From an optimization exercise on the open Yosys and OpenROAD flow, aimed at small area, a short achievable clock period and few clock cycles per item; shortcuts taken in it are not production practice. At most, simulation tests tie the RTL to the original design; equivalence was not proved. The flow treats the clock pin as an ideal source. Dropping or thinning the clock tree relies on that and would not hold on a real chip. Power figures rest on the tool's default switching activity, not on a simulated workload.

// cpu
module cpu (
    input clk,
    input rst,
    input [15:0] sw,
    output [7:0] led
);
Size in the first run: about 260 cells after synthesis, ~1700 sq um of cells after synthesis.
==> flow/config.mk <==
export PLATFORM = sky130hd
export DESIGN_NAME = cpu
export DESIGN_NICKNAME = cpu
export VERILOG_FILES = /design/flow/design.v
export SDC_FILE = /design/flow/constraint.sdc
export NUM_CORES = 4
export LEC_CHECK = 0
export CAP_MARGIN = 20
export CORE_MARGIN = 2
export CORE_UTILIZATION = 65
export SLEW_MARGIN = 20
==> flow/constraint.sdc <==
create_clock -name core_clock -period 8.0 [get_ports {clk}]
set_input_delay 1.6000 -clock core_clock [delete_from_list [all_inputs] [get_ports {clk}]]
set_output_delay 1.6000 -clock core_clock [all_outputs]
set_load 0.01 [all_outputs]
standard.sh (not shown) runs the stock make flow with config.mk's settings and CLKGATE_MAP_FILE= SYNTH_SCRIPT=/design/flow/synth_recipe.tcl, a recipe that flattens the netlist after the stock synthesis.
==> flow/flow/run.sh <==
#!/bin/bash
# The standard layout (standard.sh), with these changes:
# - synthesis: ABC maps the logic with this flow's abc.script instead of the
#   ORFS script, and Yosys's adder extraction is skipped so ABC sees all the
#   logic. Registers, flattening and renaming are those of the standard
#   synthesis (synth_recipe.tcl with abc_override.tcl inserted).
# - flow/env.sh may set further ORFS variables (timing-repair target, port
#   buffer cell).
set -euo pipefail
here=$(pwd)
{ head -n 1 synth_recipe.tcl; cat flow/abc_override.tcl; tail -n +2 synth_recipe.tcl; } > my_synth.tcl
export MY_ABC_SCRIPT=$here/flow/abc.script
if [[ -f flow/abc_fast.script ]]; then export MY_ABC_FAST=$here/flow/abc_fast.script; fi
if [[ -f flow/env.sh ]]; then source flow/env.sh; fi
sed -e "s#SYNTH_SCRIPT=[^ ]*#SYNTH_SCRIPT=$here/my_synth.tcl ADDER_MAP_FILE=#" standard.sh > my_standard.sh
bash my_standard.sh > flow.log 2>&1
==> flow/flow/abc.script <==
strash
dch -f
map
topo
==> flow/flow/env.sh <==
export SETUP_SLACK_MARGIN=5.7
export PRE_GLOBAL_PLACE_TCL=$here/flow/ports.tcl
export PRE_CTS_TCL=$here/flow/one_buf.tcl
==> flow/flow/ports.tcl <==
# Port buffers: buf_1 on the inputs (they feed registers directly and arrive
# with time to spare), buf_2 on the outputs (the register-to-output path is
# the design's critical path).
rename buffer_ports my_orig_buffer_ports
proc buffer_ports {args} {
  my_orig_buffer_ports -inputs -buffer_cell sky130_fd_sc_hd__buf_1
  my_orig_buffer_ports -outputs -buffer_cell sky130_fd_sc_hd__buf_2
}
Other scripts of this flow, unchanged in this note and not shown: flow/flow/abc_override.tcl, flow/flow/one_buf.tcl
The starting point completed with no timing, DRC or antenna violations.
Testbench counts at the start, summed over its fixed seeds: cycles 10,080, jobs 2,016.
Edit:
==> flow/flow/env.sh (replaced) <==
export SETUP_SLACK_MARGIN=5.7
export BUFFER_PORTS_ARGS="-buffer_cell sky130_fd_sc_hd__buf_1"
export PRE_CTS_TCL=$here/flow/one_buf.tcl
CORE_UTILIZATION = 40   (was 65)
removed: flow/flow/ports.tcl
Effect: Critical path depth stays the same. Routed wire length increases by about 3%. Sequential share of layout area went down by 0.52 points.
Edit:
==> flow/flow/abc.script (replaced) <==
strash
&get -n
&dch -f
&nf
&put
topo
=> Sequential share of layout area rises by 1.7 points; cell count decreases by about a fifth; worst hold slack gets better by 12 ps; synthesized area drops by a few percent; global-route usage decreases by 0.17 points; via count goes down by roughly a tenth.
Edit:
==> flow/flow/abc.script (replaced) <==
strash
dch
map
topo
--- a/flow/flow/env.sh
+++ b/flow/flow/env.sh
@@ -1 +1 @@
-export SETUP_SLACK_MARGIN=5.7
+export SETUP_SLACK_MARGIN=5.6
Total power is lower slightly. Utilization came out lower by 2.1 points. First-iteration DRC count shrinks by well over a third. Sequential power decreases by a few percent. Combinational power barely changes. Worst hold slack gets worse by 12 ps. Via count rose by roughly a tenth.
No run of this note takes its clock network from TritonCTS; it comes from the design's own scripts or RTL.

========
cpu again, from the RTL that the note above started with.
==> flow/config.mk <==
export PLATFORM = sky130hd
export DESIGN_NAME = cpu
export DESIGN_NICKNAME = cpu
export VERILOG_FILES = /design/flow/design.v
export SDC_FILE = /design/flow/constraint.sdc
export NUM_CORES = 4
export LEC_CHECK = 0
export CAP_MARGIN = 20
export CORE_MARGIN = 2
export CORE_UTILIZATION = 65
export PLACE_DENSITY = 0.8
export SLEW_MARGIN = 20
==> flow/constraint.sdc <==
create_clock -name core_clock -period 8.0 [get_ports {clk}]
set_input_delay 1.6000 -clock core_clock [delete_from_list [all_inputs] [get_ports {clk}]]
set_output_delay 1.6000 -clock core_clock [all_outputs]
set_load 0.01 [all_outputs]
==> flow/flow/abc.script <==
strash
dch -f
map
topo
==> flow/flow/abc_override.tcl <==
# Run ABC with this flow's own script in place of the ORFS one (the rest of
# the standard synthesis is unchanged).
proc abc {args} {
  set i [lsearch -exact $args -script]
  if {$i >= 0} { set args [lreplace $args $i [expr {$i + 1}] -script $::env(MY_ABC_SCRIPT)] }
  yosys abc {*}$args
}
==> flow/flow/env.sh <==
export SETUP_SLACK_MARGIN=5.7
export PRE_GLOBAL_PLACE_TCL=$here/flow/ports.tcl
export PRE_CTS_TCL=$here/flow/one_buf.tcl
==> flow/flow/one_buf.tcl <==
# Clock tree of one buffer: the clock port drives a single clkbuf_16 placed at
# the centre of the registers, which drives every register's clock pin.
# Replaces clock_tree_synthesis for this small design (cts.tcl's repair and
# legalisation still run after it).
proc clock_tree_synthesis {args} {
  set block [ord::get_db_block]
  set clk_port [lindex [get_ports clk] 0]
  set net [$block findNet clk]
  set xs 0; set ys 0; set n 0
  foreach it [$net getITerms] {
    set inst [$it getInst]
    set box [$inst getBBox]
    set xs [expr {$xs + ([$box xMin] + [$box xMax]) / 2}]
    set ys [expr {$ys + ([$box yMin] + [$box yMax]) / 2}]
    incr n
  }
  set dbu [$block getDbUnitsPerMicron]
  set x [expr {double($xs) / $n / $dbu}]
  set y [expr {double($ys) / $n / $dbu}]
  puts "one_buf: $n clock sinks, buffer at $x $y"
  insert_buffer -buffer_cell sky130_fd_sc_hd__clkbuf_16 -net clk -location [list $x $y] -buffer_name clkbuf_root -net_name clknet_root
  set_propagated_clock [all_clocks]
}
==> flow/flow/ports.tcl <==
# Port buffers: buf_1 on the inputs (they feed registers directly and arrive
# with time to spare), buf_2 on the outputs (the register-to-output path is
# the design's critical path).
rename buffer_ports my_orig_buffer_ports
proc buffer_ports {args} {
  my_orig_buffer_ports -inputs -buffer_cell sky130_fd_sc_hd__buf_1
  my_orig_buffer_ports -outputs -buffer_cell sky130_fd_sc_hd__buf_2
}
Scripts as last shown in full above: flow/flow/run.sh
The baseline completed without violations.
Testbench counts at the start, summed over its fixed seeds: cycles 10,080, jobs 2,016.
Next try:
- CORE_UTILIZATION: 65 -> 40
- PLACE_DENSITY: 0.8 -> unset
Effect: Setup slack degrades by 0.0037 ns; total power is higher by 0.56%; area after synthesis is unchanged; global-route usage shrinks by 11 points; sequential share of layout area shrinks by 0.52 points; clock skew hardly moves.
Next try:
==> flow/flow/abc.script (replaced) <==
strash
map -a
topo
==> flow/flow/env.sh (replaced) <==
export SETUP_SLACK_MARGIN=5.7
export BUFFER_PORTS_ARGS="-buffer_cell sky130_fd_sc_hd__buf_1"
export PRE_CTS_TCL=$here/flow/one_buf.tcl
removed: flow/flow/ports.tcl
Clock skew is about the same.
First-iteration DRC count rises by well over a third.
Global-route usage falls by 0.12 points.
Wire length rises by a few percent.
Total power rises by about a fifth.
Sequential cell count stays the same.
Cell count rises by a few percent.
Sequential power rises by a few percent.
Core utilization rises by 4.3 points.
Next try:
==> flow/flow/abc.script (replaced) <==
strash
&get -n
&dch -f
&nf
&put
topo
--- a/flow/flow/env.sh
+++ b/flow/flow/env.sh
@@ -1 +1 @@
-export SETUP_SLACK_MARGIN=5.7
+export SETUP_SLACK_MARGIN=5.75
Effect: Critical path depth is unchanged. Maximum frequency came out higher by 1.1%. Utilization fell by 1.8 points. Clock skew barely changes. Via count shrinks by 12%. First-iteration DRC count came out higher by 25%. Wire length falls by 7.4%. Power shrinks by 3.7%. Combinational power came out lower by 11%.
Next try:
==> flow/flow/abc.script (replaced) <==
strash
dch -f
map
topo
Result: The changed run went through all stages and came out clean. Power drops by 5.7%. Sequential cell count does not change. Sequential share of layout area goes down by 1.5 points. Cell area rose by 1.2%. Core utilization drops by 0.81 points. Die area rose by 4.3%. Synthesized area goes up by 4.5%. Via count goes up by 14%.
Next try:
==> flow/flow/abc.script (replaced) <==
strash
dch
map
topo
--- a/flow/flow/env.sh
+++ b/flow/flow/env.sh
@@ -1 +1 @@
-export SETUP_SLACK_MARGIN=5.75
+export SETUP_SLACK_MARGIN=5.8
Outcome: Clock skew came out lower by 0.0031 ns. Fmax is about the same. Design area climbs by 3.4%. Routed wire length is about the same. Die area climbs by 2.4%. Register-to-register slack improved by 0.11 ns. Cell count came out lower by 0.30%. Critical path depth does not change. Synthesized cell count decreases by 0.77%. Worst setup slack improved by 0.0039 ns. Utilization came out lower by 0.77 points.
No run of this note takes its clock network from TritonCTS; it comes from the design's own scripts or RTL.

========
Another version of the RTL of cpu (not shown whole).
Size: roughly 21 flip-flops, roughly 26 I/O pins.
Settings: LEC_CHECK=0, CAP_MARGIN=20, CORE_MARGIN=2, CORE_UTILIZATION=40, SLEW_MARGIN=20; clock period 8.0 ns.
==> flow/flow/run.sh <==
#!/bin/bash
# The standard layout (standard.sh), with one change to synthesis: ABC maps
# the logic with this flow's abc.script (area mapping) instead of the ORFS
# script, and Yosys's adder extraction is skipped so ABC sees all the logic.
# Registers, flattening and renaming are those of the standard synthesis.
set -euo pipefail
here=$(pwd)
{ head -n 1 synth_recipe.tcl; cat flow/abc_override.tcl; tail -n +2 synth_recipe.tcl; } > my_synth.tcl
extra="ADDER_MAP_FILE= MY_ABC_SCRIPT=$here/flow/abc.script"
if [[ -f flow/make_args ]]; then extra="$extra $(cat flow/make_args)"; fi
sed -e "s#SYNTH_SCRIPT=[^ ]*#SYNTH_SCRIPT=$here/my_synth.tcl $extra#" standard.sh > my_standard.sh
bash my_standard.sh > flow.log 2>&1
==> flow/flow/abc.script <==
strash
dch
amap
topo
Scripts as last shown in full above: flow/flow/abc_override.tcl
The first run completed without violations.
Rerun with:
--- a/flow/config.mk
+++ b/flow/config.mk
@@ -10,0 +11 @@
+export SETUP_SLACK_MARGIN = 5
What happened: Via count rises by about a fifth; non-clock buffer count rises by 31; synthesized cell count stays the same; setup slack gains 1.3 ns; count of clock-buffer cells in the layout rises by 1; critical path depth falls by 3; design area rises by a quarter to a third; die area is unchanged; maximum frequency rises by well over a third; worst hold slack barely changes; first-iteration DRC count rises by a few percent.
Rerun with:
--- a/flow/flow/run.sh
+++ b/flow/flow/run.sh
@@ -9 +9 @@
-extra="ADDER_MAP_FILE= MY_ABC_SCRIPT=$here/flow/abc.script"
+extra="ADDER_MAP_FILE= MY_ABC_SCRIPT=$here/flow/abc.script MY_ABC_FAST=$here/flow/abc_fast.script"
==> flow/flow/abc.script (replaced) <==
strash
dch
map
topo
==> flow/flow/abc_fast.script (new file) <==
strash
dch
map -D 100
topo
==> flow/flow/abc_override.tcl (replaced) <==
# Run ABC with this flow's own scripts in place of the ORFS one (the rest of
# the standard synthesis is unchanged).  The logic fed by the input ports
# (up to the first flip-flops) is mapped first, for delay, with abc_fast.script,
# since the inputs arrive late in the cycle; the rest with abc.script.
proc abc {args} {
  set i [lsearch -exact $args -script]
  if {$i >= 0} { set args [lreplace $args $i [expr {$i + 1}]] }
  set i [lsearch -exact $args -D]
  if {$i >= 0} { set args [lreplace $args $i [expr {$i + 1}]] }
  yosys select -set my_incone i:* %co*:-sky130_fd_sc_hd__dfxtp_1
  yosys abc {*}$args -script $::env(MY_ABC_FAST) @my_incone
  yosys abc {*}$args -script $::env(MY_ABC_SCRIPT)
}
==> flow/flow/make_args (new file) <==
SETUP_SLACK_MARGIN=5.65
--- a/flow/config.mk
+++ b/flow/config.mk
@@ -11 +10,0 @@
-export SETUP_SLACK_MARGIN = 5
Outcome: The changed run produced a clean layout; utilization falls by 9.7 points; final area falls by 6.9%; count of clock-buffer cells in the layout falls by 1; synthesized area rises by 11%; power rises by 3.4%; setup slack improves by 0.88 ns; die area rises by 11%; first-iteration DRC count falls by 26%.
No functional check of the RTL was part of any run of this note.

==> what the ideal ports hide <==
The flow's constraints put no driver on any port. The routed layouts listed below were extracted and timed again, unchanged, in two steps. Step 1 (the two cells are an assumption about what drives the block):
set clk [get_ports {clk}]
set_driving_cell -lib_cell sky130_fd_sc_hd__clkbuf_16 $clk
set_driving_cell -lib_cell sky130_fd_sc_hd__buf_2 [delete_from_list [all_inputs] $clk]
Step 2 moves the port delays by t, midway between the first and last clock arrival at a register: inputs arrive t later, outputs are due t later. That takes back most of the time a late clock gives input paths. Three values: ideal ports, drivers, drivers and shift; two values: the first two.
run | t (ns) | slack for setup (ns) | worst setup path at the end | latest minus earliest clock arrival (ns) | cell pins on the clock port's net
the first run of note 1 | 0.185 | 5.752 / 5.725 / 5.846 | register to register | 0.006 / 0.006 | 1
the second run of note 1 | 0.191 | 5.749 / 5.720 / 5.845 | register to register | 0.005 / 0.005 | 1
the third run of note 1 | 0.188 | 5.726 / 5.699 / 5.839 | register to register | 0.006 / 0.005 | 1
the fourth run of note 1 | 0.194 | 5.708 / 5.678 / 5.787 | register to register | 0.003 / 0.003 | 1
the first run of note 2 | 0.185 | 5.752 / 5.725 / 5.846 | register to register | 0.006 / 0.006 | 1
the second run of note 2 | 0.192 | 5.748 / 5.719 / 5.782 | register to register | 0.005 / 0.005 | 1
the third run of note 2 | 0.191 | 5.748 / 5.721 / 5.872 | register to register | 0.005 / 0.005 | 1
the fourth run of note 2 | 0.188 | 5.773 / 5.745 / 5.910 | register to register | 0.005 / 0.006 | 1
the fifth run of note 2 | 0.190 | 5.782 / 5.753 / 5.877 | register to register | 0.004 / 0.005 | 1
the sixth run of note 2 | 0.192 | 5.786 / 5.756 / 5.948 | register to output | 0.002 / 0.002 | 1
the first run of note 3 | 0.276 | 3.463 / 3.463 / 3.463 | register to register | 0.006 / 0.006 | 1
the second run of note 3 | 0.277 | 4.773 / 4.773 / 4.773 | register to register | 0.001 / 0.001 | 1
the third run of note 3 | 0.280 | 5.658 / 5.634 / 5.354 | input to register | 0.007 / 0.008 | 1
After both steps setup and hold are still met in every run listed. For the third run of note 3, which loses most, drivers alone change the setup slack by -0.024 ns; drivers and shift together by -0.304 ns.
